Source: an optimization exercise on an open RTL-to-GDS flow (aim: small area). Production flows keep margins and buffers that such runs may drop. Function was checked by simulation only, so behaviour that the tests miss may differ from the original. Power and IR drop assume default switching activity.

==> flow/design.v <==
module sc_axi_slave # (
  parameter P_AD_W = 32,
  parameter P_DT_W = 32,
  parameter P_ID_W = 8
) (
  input S_AXI_ACLK,
  input S_AXI_ARESETN,
  input [P_ID_W-1:0] S_AXI_AWID,
  input [P_AD_W-1:0] S_AXI_AWADDR,
  input [7:0] S_AXI_AWLEN,
  input [2:0] S_AXI_AWSIZE,
  input [1:0] S_AXI_AWBURST,
  input S_AXI_AWLOCK,
  input [3:0] S_AXI_AWCACHE,
  input [2:0] S_AXI_AWPROT,
  input S_AXI_AWVALID,
  output reg S_AXI_AWREADY,
  input [P_DT_W-1:0] S_AXI_WDATA,
  input [P_DT_W/8-1:0] S_AXI_WSTRB,
  input S_AXI_WLAST,
  input S_AXI_WVALID,
  output reg S_AXI_WREADY,
  output reg [P_ID_W-1:0] S_AXI_BID,
  output reg [1:0] S_AXI_BRESP,
  output reg S_AXI_BVALID,
  input S_AXI_BREADY,
  input [P_ID_W-1:0] S_AXI_ARID,
  input [P_AD_W-1:0] S_AXI_ARADDR,
  input [7:0] S_AXI_ARLEN,
  input [2:0] S_AXI_ARSIZE,
  input [1:0] S_AXI_ARBURST,
  input S_AXI_ARLOCK,
  input [3:0] S_AXI_ARCACHE,
  input [2:0] S_AXI_ARPROT,
  input S_AXI_ARVALID,
  output reg S_AXI_ARREADY,
  output reg [P_ID_W-1:0] S_AXI_RID,
  output reg [P_DT_W-1:0] S_AXI_RDATA,
  output reg [1:0] S_AXI_RRESP,
  output reg S_AXI_RLAST,
  output reg S_AXI_RVALID,
  input S_AXI_RREADY,
  output reg REG_WEN,
  output reg [P_AD_W-1:0] REG_WADDR,
  output reg [P_DT_W/8-1:0] REG_WBTEN,
  output reg [P_DT_W-1:0] REG_WDATA,
  output reg REG_REN,
  output reg [P_AD_W-1:0] REG_RADDR,
  input [P_DT_W-1:0] REG_RDATA,
  input REG_WACCERR,
  input REG_RACCERR,
  input REG_RWAIT
);
parameter [2:0] p_bank_width = (P_DT_W == (2 << 4)) ? 3'h2 :
                               (P_DT_W == (2 << 5)) ? 3'h3 :
                               (P_DT_W == (2 << 6)) ? 3'h4 :
                               (P_DT_W == (2 << 7)) ? 3'h5 :
                               (P_DT_W == (2 << 8)) ? 3'h6 :
                               (P_DT_W == (2 << 9)) ? 3'h7 :
                                                      3'h1 ;
reg [2:0] r_rstn_retim;
reg r_rstn_pedge;
wire w_axi_awen;
wire w_axi_wen;
wire w_axi_ben;
reg [1:0] r_wch_status;
reg r_aw_lat_wflg;
reg [P_ID_W-1:0] r_awid_lat [0:1];
reg [P_AD_W-1:0] r_awaddr_lat [0:1];
reg [7:0] r_awlen_lat [0:1];
reg [2:0] r_awsize_lat [0:1];
reg [1:0] r_awburst_lat [0:1];
reg r_aw_lat_full;
reg [P_DT_W-1:0] r_wdata_lat;
reg [P_DT_W/8-1:0] r_wstrb_lat;
reg r_aw_lat_rflg;
reg r_wstate;
reg [P_ID_W-1:0] r_wid;
reg [1:0] r_wburst;
reg [7:0] r_wlen;
wire w_axi_aren;
wire w_axi_ren;
reg [P_ID_W-1:0] r_arid_lat;
reg [P_DT_W/8-1:0] r_reg_rbten;
reg r_rstate;
reg [1:0] r_rburst;
reg [7:0] r_rlen;
reg [7:0] r_rlen_cnt;
reg r_wait_flg;
reg [3:0] r_wait_cnt;
reg [3:0] r_read_extend_cnt;
integer i;
always @ (posedge S_AXI_ACLK or negedge S_AXI_ARESETN) begin
  if (!S_AXI_ARESETN) begin
    r_rstn_retim <= 0;
    r_rstn_pedge <= 0;
  end else begin
    r_rstn_retim <= {r_rstn_retim[1:0], 1'b1};
    r_rstn_pedge <= r_rstn_retim[1] & ~r_rstn_retim[2];
  end
end
assign w_axi_awen = S_AXI_AWVALID & S_AXI_AWREADY;
assign w_axi_wen  = S_AXI_WVALID  & S_AXI_WREADY;
assign w_axi_ben  = S_AXI_BVALID  & S_AXI_BREADY;
always @ (posedge S_AXI_ACLK or negedge S_AXI_ARESETN) begin
  if (!S_AXI_ARESETN) begin
    r_wch_status <= 2'b01;
  end else if (w_axi_awen & (w_axi_wen & S_AXI_WLAST)) begin
    r_wch_status <= r_wch_status;
  end else if (w_axi_awen) begin
    r_wch_status <= r_wch_status + 2'b01;
  end else if (w_axi_wen & S_AXI_WLAST) begin
    r_wch_status <= r_wch_status - 2'b01;
  end
end
always @ (posedge S_AXI_ACLK or negedge S_AXI_ARESETN) begin
  if (!S_AXI_ARESETN) begin
    S_AXI_AWREADY <= 0;
  end else if (r_rstn_pedge) begin
    S_AXI_AWREADY <= 1;
  end else if (w_axi_wen & S_AXI_WLAST) begin
    S_AXI_AWREADY <= 1;
  end else if (r_wch_status >= 2'b10 & w_axi_awen) begin
    S_AXI_AWREADY <= 0;
  end
end
always @ (posedge S_AXI_ACLK or negedge S_AXI_ARESETN) begin
  if (!S_AXI_ARESETN) begin
    S_AXI_WREADY <= 0;
  end else if (r_rstn_pedge) begin
    S_AXI_WREADY <= 1;
  end else if (w_axi_awen) begin
    S_AXI_WREADY <= 1;
  end else if (r_wch_status <= 2'b01 & w_axi_wen) begin
    S_AXI_WREADY <= 0;
  end
end
always @ (posedge S_AXI_ACLK or negedge S_AXI_ARESETN) begin
  if (!S_AXI_ARESETN) begin
    S_AXI_BVALID <= 0;
    S_AXI_BRESP  <= 0;
    S_AXI_BID    <= 0;
  end else if (((w_axi_awen | r_wch_status >= 2'b10) & (w_axi_wen & S_AXI_WLAST)) |
                (w_axi_awen & r_wch_status == 2'b00)) begin
    S_AXI_BVALID <= 1;
    S_AXI_BRESP  <= {REG_WACCERR, 1'b0};
    if (r_wch_status >= 2'b10) begin
      if (r_wstate)
        S_AXI_BID <= r_wid;
      else
        S_AXI_BID <= r_awid_lat[r_aw_lat_rflg];
    end else begin
      S_AXI_BID <= S_AXI_AWID;
    end
  end else if (S_AXI_BREADY) begin
    S_AXI_BVALID <= 0;
    S_AXI_BRESP  <= 0;
    S_AXI_BID    <= 0;
  end
end
always @ (posedge S_AXI_ACLK or negedge S_AXI_ARESETN) begin
  if (!S_AXI_ARESETN) begin
    r_aw_lat_wflg    <= 0;
    r_awid_lat[0]    <= 0;
    r_awid_lat[1]    <= 0;
    r_awaddr_lat[0]  <= 0;
    r_awaddr_lat[1]  <= 0;
    r_awlen_lat[0]   <= 0;
    r_awlen_lat[1]   <= 0;
    r_awsize_lat[0]  <= 0;
    r_awsize_lat[1]  <= 0;
    r_awburst_lat[0] <= 0;
    r_awburst_lat[1] <= 0;
  end else if (w_axi_awen & (r_wch_status >= 2'b10 |
                            (r_wch_status == 2'b01 & ~S_AXI_WVALID))) begin
    r_aw_lat_wflg                <= ~r_aw_lat_wflg;
    r_awid_lat[r_aw_lat_wflg]    <= S_AXI_AWID;
    r_awaddr_lat[r_aw_lat_wflg]  <= S_AXI_AWADDR;
    r_awlen_lat[r_aw_lat_wflg]   <= S_AXI_AWLEN;
    r_awsize_lat[r_aw_lat_wflg]  <= S_AXI_AWSIZE;
    r_awburst_lat[r_aw_lat_wflg] <= S_AXI_AWBURST;
  end
end
always @ (posedge S_AXI_ACLK or negedge S_AXI_ARESETN) begin
  if (!S_AXI_ARESETN) begin
    r_aw_lat_full <= 0;
  end else if (r_aw_lat_wflg != r_aw_lat_rflg & w_axi_awen & ~S_AXI_WVALID) begin
    r_aw_lat_full <= 1;
  end else if (S_AXI_WVALID & ~w_axi_awen) begin
    r_aw_lat_full <= 0;
  end
end
always @ (posedge S_AXI_ACLK or negedge S_AXI_ARESETN) begin
  if (!S_AXI_ARESETN) begin
    r_wdata_lat <= 0;
    r_wstrb_lat <= 0;
  end else if (w_axi_wen) begin
    r_wdata_lat <= S_AXI_WDATA;
    r_wstrb_lat <= S_AXI_WSTRB;
  end
end
always @ (posedge S_AXI_ACLK or negedge S_AXI_ARESETN) begin
  if (!S_AXI_ARESETN) begin
    r_aw_lat_rflg <= 0;
    r_wstate      <= 0;
    r_wid         <= 0;
    r_wburst      <= 0;
    r_wlen        <= 0;
    REG_WEN       <= 0;
    REG_WADDR     <= 0;
    REG_WBTEN     <= 0;
    REG_WDATA     <= 0;
  end else if (~r_wstate) begin
    if (w_axi_wen) begin
      if (r_aw_lat_wflg != r_aw_lat_rflg | r_aw_lat_full) begin
        r_aw_lat_rflg <= ~r_aw_lat_rflg;
        r_wstate      <= 1;
        r_wid         <= r_awid_lat[r_aw_lat_rflg];
        r_wburst      <= r_awburst_lat[r_aw_lat_rflg];
        r_wlen        <= r_awlen_lat[r_aw_lat_rflg];
        REG_WEN       <= 1;
        REG_WADDR     <= r_awaddr_lat[r_aw_lat_rflg];
        if ((1 << r_awsize_lat[r_aw_lat_rflg]) > (P_DT_W/8)) begin
          REG_WBTEN     <= {(P_DT_W/8){1'b1}};
        end else begin
          case (r_awsize_lat[r_aw_lat_rflg])
            0:       REG_WBTEN <= (  {1{1'b1}} << r_awaddr_lat[r_aw_lat_rflg][p_bank_width-1:0]) & S_AXI_WSTRB;
            1:       REG_WBTEN <= (  {2{1'b1}} << r_awaddr_lat[r_aw_lat_rflg][p_bank_width-1:0]) & S_AXI_WSTRB;
            2:       REG_WBTEN <= (  {4{1'b1}} << r_awaddr_lat[r_aw_lat_rflg][p_bank_width-1:0]) & S_AXI_WSTRB;
            3:       REG_WBTEN <= (  {8{1'b1}} << r_awaddr_lat[r_aw_lat_rflg][p_bank_width-1:0]) & S_AXI_WSTRB;
            4:       REG_WBTEN <= ( {16{1'b1}} << r_awaddr_lat[r_aw_lat_rflg][p_bank_width-1:0]) & S_AXI_WSTRB;
            5:       REG_WBTEN <= ( {32{1'b1}} << r_awaddr_lat[r_aw_lat_rflg][p_bank_width-1:0]) & S_AXI_WSTRB;
            6:       REG_WBTEN <= ( {64{1'b1}} << r_awaddr_lat[r_aw_lat_rflg][p_bank_width-1:0]) & S_AXI_WSTRB;
            default: REG_WBTEN <= ({128{1'b1}} << r_awaddr_lat[r_aw_lat_rflg][p_bank_width-1:0]) & S_AXI_WSTRB;
          endcase
        end
        REG_WDATA     <= S_AXI_WDATA;
      end else if (w_axi_awen) begin
        r_wstate      <= 1;
        r_wid         <= S_AXI_AWID;
        r_wburst      <= S_AXI_AWBURST;
        r_wlen        <= S_AXI_AWLEN;
        REG_WEN       <= 1;
        REG_WADDR     <= S_AXI_AWADDR;
        if ((1 << S_AXI_AWSIZE) > (P_DT_W/8)) begin
          REG_WBTEN     <= {(P_DT_W/8){1'b1}};
        end else begin
          case (S_AXI_AWSIZE)
            0:       REG_WBTEN <= (  {1{1'b1}} << S_AXI_AWADDR[p_bank_width-1:0]) & S_AXI_WSTRB;
            1:       REG_WBTEN <= (  {2{1'b1}} << S_AXI_AWADDR[p_bank_width-1:0]) & S_AXI_WSTRB;
            2:       REG_WBTEN <= (  {4{1'b1}} << S_AXI_AWADDR[p_bank_width-1:0]) & S_AXI_WSTRB;
            3:       REG_WBTEN <= (  {8{1'b1}} << S_AXI_AWADDR[p_bank_width-1:0]) & S_AXI_WSTRB;
            4:       REG_WBTEN <= ( {16{1'b1}} << S_AXI_AWADDR[p_bank_width-1:0]) & S_AXI_WSTRB;
            5:       REG_WBTEN <= ( {32{1'b1}} << S_AXI_AWADDR[p_bank_width-1:0]) & S_AXI_WSTRB;
            6:       REG_WBTEN <= ( {64{1'b1}} << S_AXI_AWADDR[p_bank_width-1:0]) & S_AXI_WSTRB;
            default: REG_WBTEN <= ({128{1'b1}} << S_AXI_AWADDR[p_bank_width-1:0]) & S_AXI_WSTRB;
          endcase
        end
        REG_WDATA     <= S_AXI_WDATA;
      end
    end else if (w_axi_awen & ~S_AXI_WREADY) begin
      r_wstate      <= 1;
      r_wid         <= S_AXI_AWID;
      r_wburst      <= S_AXI_AWBURST;
      r_wlen        <= S_AXI_AWLEN;
      REG_WEN       <= 1;
      REG_WADDR     <= S_AXI_AWADDR;
      if ((1 << S_AXI_AWSIZE) > (P_DT_W/8)) begin
        REG_WBTEN     <= {(P_DT_W/8){1'b1}};
      end else begin
        case (S_AXI_AWSIZE)
          0:       REG_WBTEN <= (  {1{1'b1}} << S_AXI_AWADDR[p_bank_width-1:0]) & r_wstrb_lat;
          1:       REG_WBTEN <= (  {2{1'b1}} << S_AXI_AWADDR[p_bank_width-1:0]) & r_wstrb_lat;
          2:       REG_WBTEN <= (  {4{1'b1}} << S_AXI_AWADDR[p_bank_width-1:0]) & r_wstrb_lat;
          3:       REG_WBTEN <= (  {8{1'b1}} << S_AXI_AWADDR[p_bank_width-1:0]) & r_wstrb_lat;
          4:       REG_WBTEN <= ( {16{1'b1}} << S_AXI_AWADDR[p_bank_width-1:0]) & r_wstrb_lat;
          5:       REG_WBTEN <= ( {32{1'b1}} << S_AXI_AWADDR[p_bank_width-1:0]) & r_wstrb_lat;
          6:       REG_WBTEN <= ( {64{1'b1}} << S_AXI_AWADDR[p_bank_width-1:0]) & r_wstrb_lat;
          default: REG_WBTEN <= ({128{1'b1}} << S_AXI_AWADDR[p_bank_width-1:0]) & r_wstrb_lat;
        endcase
      end
      REG_WDATA     <= r_wdata_lat;
    end
  end else if (w_axi_ben) begin
    r_wstate      <= 0;
    r_wid         <= 0;
    r_wburst      <= 0;
    r_wlen        <= 0;
    REG_WEN       <= 0;
    REG_WADDR     <= 0;
    REG_WBTEN     <= 0;
    REG_WDATA     <= 0;
  end else if (w_axi_wen) begin
    REG_WEN <= 1;
    if (r_wburst == 2'b10) begin
      if (r_wlen == 8'h01 & REG_WADDR[p_bank_width])
        REG_WADDR <= {REG_WADDR[P_AD_W-1:p_bank_width+1], {p_bank_width+1{1'b0}}};
      else if (r_wlen == 8'h03 & (&REG_WADDR[p_bank_width +: 2]))
        REG_WADDR <= {REG_WADDR[P_AD_W-1:p_bank_width+2], {p_bank_width+2{1'b0}}};
      else if (r_wlen == 8'h07 & (&REG_WADDR[p_bank_width +: 3]))
        REG_WADDR <= {REG_WADDR[P_AD_W-1:p_bank_width+3], {p_bank_width+3{1'b0}}};
      else if (r_wlen == 8'h0F & (&REG_WADDR[p_bank_width +: 4]))
        REG_WADDR <= {REG_WADDR[P_AD_W-1:p_bank_width+4], {p_bank_width+4{1'b0}}};
      else
        REG_WADDR <= REG_WADDR + (1 << p_bank_width);
    end else if (r_wburst == 2'b01) begin
      REG_WADDR <= REG_WADDR + (1 << p_bank_width);
    end
    REG_WDATA <= S_AXI_WDATA;
  end else begin
    REG_WEN       <= 0;
    REG_WADDR     <= 0;
    REG_WBTEN     <= 0;
    REG_WDATA     <= 0;
  end
end
assign w_axi_aren = S_AXI_ARVALID & S_AXI_ARREADY;
assign w_axi_ren  = S_AXI_RVALID  & S_AXI_RREADY;
always @ (posedge S_AXI_ACLK or negedge S_AXI_ARESETN) begin
  if (!S_AXI_ARESETN) begin
    S_AXI_ARREADY <= 0;
  end else if (r_rstn_pedge) begin
    S_AXI_ARREADY <= 1;
  end else if (w_axi_ren & S_AXI_RLAST) begin
    S_AXI_ARREADY <= 1;
  end else if (w_axi_aren) begin
    S_AXI_ARREADY <= 0;
  end
end
always @ (posedge S_AXI_ACLK or negedge S_AXI_ARESETN) begin
  if (!S_AXI_ARESETN) begin
    r_rstate      <= 0;
    r_rburst      <= 0;
    r_rlen        <= 0;
    r_rlen_cnt    <= 0;
    r_arid_lat    <= 0;
    REG_REN       <= 0;
    REG_RADDR     <= 0;
    r_reg_rbten   <= 0;
  end else if (~r_rstate & w_axi_aren) begin
    r_rstate      <= 1;
    r_rburst      <= S_AXI_ARBURST;
    r_rlen        <= S_AXI_ARLEN;
    r_rlen_cnt    <= 0;
    r_arid_lat    <= S_AXI_ARID;
    REG_REN       <= 1;
    REG_RADDR     <= S_AXI_ARADDR;
    if ((1 << S_AXI_ARSIZE) > (P_DT_W/8)) begin
      r_reg_rbten   <= {(P_DT_W/8){1'b1}};
    end else begin
      case (S_AXI_ARSIZE)
        0:       r_reg_rbten <=   {1{1'b1}} << S_AXI_ARADDR[p_bank_width-1:0];
        1:       r_reg_rbten <=   {2{1'b1}} << S_AXI_ARADDR[p_bank_width-1:0];
        2:       r_reg_rbten <=   {4{1'b1}} << S_AXI_ARADDR[p_bank_width-1:0];
        3:       r_reg_rbten <=   {8{1'b1}} << S_AXI_ARADDR[p_bank_width-1:0];
        4:       r_reg_rbten <=  {16{1'b1}} << S_AXI_ARADDR[p_bank_width-1:0];
        5:       r_reg_rbten <=  {32{1'b1}} << S_AXI_ARADDR[p_bank_width-1:0];
        6:       r_reg_rbten <=  {64{1'b1}} << S_AXI_ARADDR[p_bank_width-1:0];
        default: r_reg_rbten <= {128{1'b1}} << S_AXI_ARADDR[p_bank_width-1:0];
      endcase
    end
  end else if (r_rstate) begin
    if (r_rlen_cnt >= r_rlen) begin
      r_rstate      <= 0;
      r_rburst      <= 0;
      r_rlen        <= 0;
      r_rlen_cnt    <= 0;
      REG_REN       <= 0;
      REG_RADDR     <= 0;
    end else begin
      r_rlen_cnt    <= r_rlen_cnt + 8'h1;
      if (r_rburst == 2'b10) begin
        if (r_rlen == 8'h01 & REG_RADDR[p_bank_width])
          REG_RADDR <= {REG_RADDR[P_AD_W-1:p_bank_width+1], {p_bank_width+1{1'b0}}};
        else if (r_rlen == 8'h03 & (&REG_RADDR[p_bank_width +: 2]))
          REG_RADDR <= {REG_RADDR[P_AD_W-1:p_bank_width+2], {p_bank_width+2{1'b0}}};
        else if (r_rlen == 8'h07 & (&REG_RADDR[p_bank_width +: 3]))
          REG_RADDR <= {REG_RADDR[P_AD_W-1:p_bank_width+3], {p_bank_width+3{1'b0}}};
        else if (r_rlen == 8'h0F & (&REG_RADDR[p_bank_width +: 4]))
          REG_RADDR <= {REG_RADDR[P_AD_W-1:p_bank_width+4], {p_bank_width+4{1'b0}}};
        else
          REG_RADDR <= REG_RADDR + (1 << p_bank_width);
      end else if (r_rburst == 2'b01) begin
        REG_RADDR <= REG_RADDR + (1 << p_bank_width);
      end
    end
  end
end
always @ (posedge S_AXI_ACLK or negedge S_AXI_ARESETN) begin
  if (!S_AXI_ARESETN) begin
    r_wait_flg <= 0;
    r_wait_cnt <= 0;
  end else if (REG_RWAIT) begin
    r_wait_flg <= 1;
    r_wait_cnt <= r_wait_cnt + 1;
  end else if (~REG_REN & r_read_extend_cnt >= r_wait_cnt - 1) begin
    r_wait_flg <= 0;
    r_wait_cnt <= 0;
  end
end
always @ (posedge S_AXI_ACLK or negedge S_AXI_ARESETN) begin
  if (!S_AXI_ARESETN) begin
    r_read_extend_cnt <= 0;
  end else if (~REG_REN & r_wait_flg) begin
    if (~REG_RWAIT & r_read_extend_cnt >= r_wait_cnt - 1)
      r_read_extend_cnt <= 0;
    else
      r_read_extend_cnt <= r_read_extend_cnt + 1;
  end else begin
    r_read_extend_cnt <= 0;
  end
end
always @ (posedge S_AXI_ACLK or negedge S_AXI_ARESETN) begin
  if (!S_AXI_ARESETN) begin
    S_AXI_RID    <= 0;
    S_AXI_RDATA  <= 0;
    S_AXI_RVALID <= 0;
    S_AXI_RLAST  <= 0;
    S_AXI_RRESP  <= 0;
  end else begin
    if (S_AXI_RREADY) begin
      if ((REG_REN | r_wait_flg) & ~REG_RWAIT) begin
        S_AXI_RVALID <= 1'b1;
        S_AXI_RID    <= r_arid_lat;
        S_AXI_RRESP  <= {REG_RACCERR, 1'b0};
      end else begin
        S_AXI_RVALID <= 0;
        S_AXI_RID    <= 0;
        S_AXI_RRESP  <= 0;
      end
      for (i=0; i<P_DT_W/8; i=i+1) begin
        S_AXI_RDATA[i*8 +: 8] <= REG_RDATA[i*8 +: 8] & {8{r_reg_rbten[i]}};
      end
      S_AXI_RLAST  <= ~REG_RWAIT &
                      ((~r_wait_flg &  REG_REN & r_rlen_cnt        >= r_rlen) |
                       ( r_wait_flg & ~REG_REN & r_read_extend_cnt >= r_wait_cnt - 1));
    end
  end
end
endmodule
==> flow/run.sh <==
#!/bin/bash
# synth_recipe.tcl (not shown) runs the flow's synth.tcl, then flattens the netlist and writes it again
# the make line also repeats each setting of config.mk as NAME=value (left out here)
make -C /OpenROAD-flow-scripts/flow DESIGN_CONFIG=/design/flow/config.mk WORK_HOME=/design/flow/orfs CLKGATE_MAP_FILE= SYNTH_SCRIPT=/design/flow/synth_recipe.tcl finish
==> flow/config.mk <==
export PLATFORM = sky130hd
export DESIGN_NAME = sc_axi_slave
export DESIGN_NICKNAME = sc_axi_slave
export VERILOG_FILES = /design/flow/design.v
export SDC_FILE = /design/flow/constraint.sdc
export NUM_CORES = 4
export LEC_CHECK = 0
export CAP_MARGIN = 20
export CORE_MARGIN = 2
export CORE_UTILIZATION = 40
export SLEW_MARGIN = 20
==> flow/constraint.sdc <==
create_clock -name core_clock -period 5.0 [get_ports {S_AXI_ACLK}]
set_input_delay 1.0000 -clock core_clock [delete_from_list [all_inputs] [get_ports {S_AXI_ACLK}]]
set_output_delay 1.0000 -clock core_clock [all_outputs]
set_load 0.01 [all_outputs]
==> run_results.csv <==
group,metric,value,unit
global_routing,grt_pass1_vias,14825,
setup_path,crit_path_max_fanout,30,
logic_synthesis,yosysSeqAreaShare,50.30,%
clock_tree,post_cts_resized,0,
logic_synthesis,synthFlopType,"dfrtp_1",
place,dp.cells,2641,
global_routing,grt_overflow_total,0,
outcome,run_status,"timing/DRC/antenna clean",
logic_synthesis,synthesis.area,0.01831,sq mm
route,dr.pass1.iters,5,
hold_path,holdCritPathClass,"flop to flop",
floorplanning,fp-row-count,78,
job,timing.max_cap.violations,0,
clock_tree,post_cts_hold_buffer_count,0,
setup_path,timing.critical_path.slowest_stage_cell,"o21ai_0",
clock_tree,clock_tree_from_tritoncts,"built",
floorplanning,core-area,0.04528,sq mm
final_layout,post-route-util,52.32,%
logic_synthesis,synth.lib_cells_used.distinct,85,
power_and_ir_drop,combinational_share_of_power,44.4,%
logic_synthesis,ys_async_sr_fraction,100.0,%
floorplanning,die_area,0.04750,sq mm
setup_path,endpoint_kind_of_the_worst_setup_timing_path,"flop",
global_routing,grt_usage,21.19,%
route,wirelength,50560,microns
floorplanning,ioPinCount,361,
setup_path,cp_data_arrival_time,3590,ps
logic_synthesis,total_number_of_yosys_warnings,6,
timing,final.min_clock_period,3145,ps
final_layout,instances_no_fill,2718,
setup_path,critical_path_class,"flop to flop",
route,violation_count_after_the_first_detailed_route_iteration,1079,
power_and_ir_drop,power,15020,uW
power_and_ir_drop,p_int,9267,uW
clock_tree,clk_transition_reported_paths,50,ps
logic_synthesis,netlist_instances,1789,
timing,hold_ws,350.1,ps
setup_path,critical_path_buf_inv_count,3,
clock_tree,cts_made_buffers,43,
clock_tree,clock-sinks,368,
power_and_ir_drop,leakagePower,0.009951,uW
global_routing,global_route_wire_length_before_repair,81360,microns
final_layout,final_cell_mix,"dfrtp_1, clkdlybuf4s50_1, nand2_1, mux2_2, nor2_1",
power_and_ir_drop,sw_pwr,5757,uW
timing,finalSetupViolations,0,
final_layout,final_common_cell,"dfrtp_1",
timing,post-route-period-util,62.90,%
route,number_of_nets_with_antenna_violations_after_detailed_routing,0,
route,wl_per_cell,18.60,microns
place,io_buffer_count,342,
timing,slew_at_the_pin_with_the_worst_max_slew_slack,1066,ps
setup_path,start_kind,"flop",
setup_path,crit_family,"simple AND/OR/NAND/NOR gates",
logic_synthesis,avgSynthCellArea,10.23,sq um
clock_tree,number_of_buffers_added_for_setup_after_cts,0,
clock_tree,htree_num_levels,2,
logic_synthesis,ys_top_cells_by_area,"dfrtp_1, mux2_2, nand2_1",
global_routing,grt_start_max_net_pins,123,
final_layout,final_layout_size_suffix_gt1_share,13.08,%
logic_synthesis,synth_edf_count,0,
timing,grt_setup_unrepaired,"false",
power_and_ir_drop,power.density,634.1,mW/mm^2
place,detailedPlacementHpwl,33980,microns
timing,skew,18.47,ps
power_and_ir_drop,seqPwrFrac,34.8,%
power_and_ir_drop,pwr-share-clk,20.8,%
place,gp_congestion,0.8282,
logic_synthesis,synth_largest_area_cell,"dfrtp_1",
floorplanning,horizontal_die_dimension,217.9,microns
timing,timing.setup.tns,0,ps
setup_path,cp_common_cell,"inv_1",
route,vias,14859,
timing,timing_hold_violations_final,0,
setup_path,crit_path_cell_trace,"inv_1 -> ha_1 -> or2_2 -> o21ai_0 -> inv_1 -> nand2_2 -> buf_4 -> mux2_2",
setup_path,worstPathRequired,5440,ps
timing,finalMaxSlewViolations,0,
power_and_ir_drop,p_sw_share,38.32,%
clock_tree,cts-root-to-sink-buffers,3,
timing,fmaxAchievable,318.0,MHz
clock_tree,clk_root_buffer_cell,"clkbuf_16",
logic_synthesis,synth.top_cell.area_share,50.16,%
logic_synthesis,ys_ff_latch,368,
global_routing,initial_antenna_violation_count,5,
timing,maxSlewHeadroom,28.76,%
final_layout,synthesis_to_finish_area_growth,29.40,%
floorplanning,initial_utilization,40.43,%
setup_path,crit_path_max_incr_delay,600,ps
route,route.detailed.vias_per_inst,5.467,
floorplanning,die_y,217.9,microns
route,post-route-drc-count,0,
clock_tree,worstSkewPairLatency,560,ps
final_layout,finalNetCount,2312,
power_and_ir_drop,ir_worst_vdd,0.3663,mV
[final cells by class]
cell class              count  area (sq um)
diodes                      1         2.502
clock buffers              68          1320
clock inverters             7         88.84
fillers                  4035         21590
inverters                  74         277.8
multi-input cells        1233          8364
flip-flops and latches    368          9215
well taps                 600         750.7
repair buffers            367          3672
[per-layer routing]
layer	share of wire (%)	track usage, %
met1	45	28.42
met5	0.11	0
met2	47	34.56
met3	6.2	4.589
met4	1.9	5.918
[worst register-to-register path: stages, from the launching register on]
cell and delay (ps):
dfstp_2 550, inv_1 60, ha_1 180, or2_2 440
o21ai_0 600, inv_1 120, nand2_2 200, buf_4 450
mux2_2 430
[per-stage QoR]
step,setup slack (ps),area (sq um)
finish,1855,23690
global placement,1189,22240
global route,1651,23690
floorplan,2522,18310
CTS,1742,23660
detailed placement,1150,22250
[cell usage after synthesis, drive strengths merged, types with 4 or more instances]
master	instances
o2111ai	5
o22ai	5
a221oi	4
and2	12
xnor2	8
nand2b	4
and3	23
buf	48
nor2	139
a21oi	114
a22oi	33
o31ai	27
o211ai	26
nor3	19
and4	5
mux2	153
dfrtp	367
o41ai	23
o32ai	5
nand3	73
a211oi	17
o21ai	120
a31oi	15
or3	5
xor2	5
ha	24
inv	73
mux2i	52
o32a	7
nor3b	8
nor2b	6
or2	4
nor4	7
clkbuf	67
nand2	163
a21o	11
nand4	22
a22o	54
[worst paths after layout]
kind	startpoint	to	slack, ps	cells after the start
worst min register to register	r_rstn_retim[0]$_DFF_PN0_	r_rstn_retim[1]$_DFF_PN0_	350	0
worst max-delay path	r_wch_status[0]$_DFFE_PN1P_	r_awaddr_lat[1][15]$_DFFE_PN0P_	1850	8
worst max register to register	r_wch_status[0]$_DFFE_PN1P_	r_awaddr_lat[1][15]$_DFFE_PN0P_	1850	8
max in group asynchronous	S_AXI_ARESETN	REG_RADDR[3]$_DFFE_PN0P_	3400	2
worst min-delay path	r_rstn_retim[0]$_DFF_PN0_	r_rstn_retim[1]$_DFF_PN0_	350	0
min in group asynchronous	S_AXI_ARESETN	REG_WDATA[3]$_DFFE_PN0P_	510	1
[logic make-up after synthesis]
family	count (synthesis)	synth area share, %
AOI/OAI and AO/OA	491	18.01
adders and majority gates	25	1.695
xor gates and xnor gates	13	0.6629
muxes	205	12.25
other	2	0.04102
and+or+nand+nor	496	12.63
buffers and inverters	189	4.401
DFF	368	50.30
[registers in the layout (all words and copies together), names as in the netlist, 16 cells and up]
name and flops:
r_wdata_lat 32, r_awid_lat 16, r_awlen_lat 16, REG_WADDR 32, REG_WDATA 32, S_AXI_RDATA 32, r_awaddr_lat 64, REG_RADDR 32
[power by group through the flow]
| stage | registers, uW | logic (uW) | clock network [uW] |
|---|---|---|---|
| global route | 5410 | 7340 | 3350 |
| global placement | 5190 | 6560 | 0 |
| floorplan | 5170 | 4330 | 0 |
| finish | 5220 | 6670 | 3130 |
| detailed placement | 5250 | 6690 | 0 |
| CTS | 5220 | 6720 | 3220 |

afterwards: timing with drivers on the ports:
Ports are ideal in the flow. The routed layout listed here was re-timed in OpenROAD.
Step 1: set_driving_cell puts a clkbuf_16 on S_AXI_ACLK and a buf_2 on each other input, an assumption about the parent block.
Step 2 adds t to the input delays and takes it off the output delays; t is the mean of the earliest and latest rising clock arrival at the registers after step 1. Input paths then give back, and output paths get back, about the clock's delay inside the block.
Slacks: ideal ports / drivers / drivers and shift; pairs: ideal ports / drivers.
shift t [ns]: 0.609
slack for setup (ns): 1.855 / 1.855 / 1.309
clock arrival spread, ns: 0.018 / 0.019
After both steps setup and hold are still met in this run. For this run, drivers alone change the setup slack by 0.000 ns; drivers and shift together by -0.546 ns.
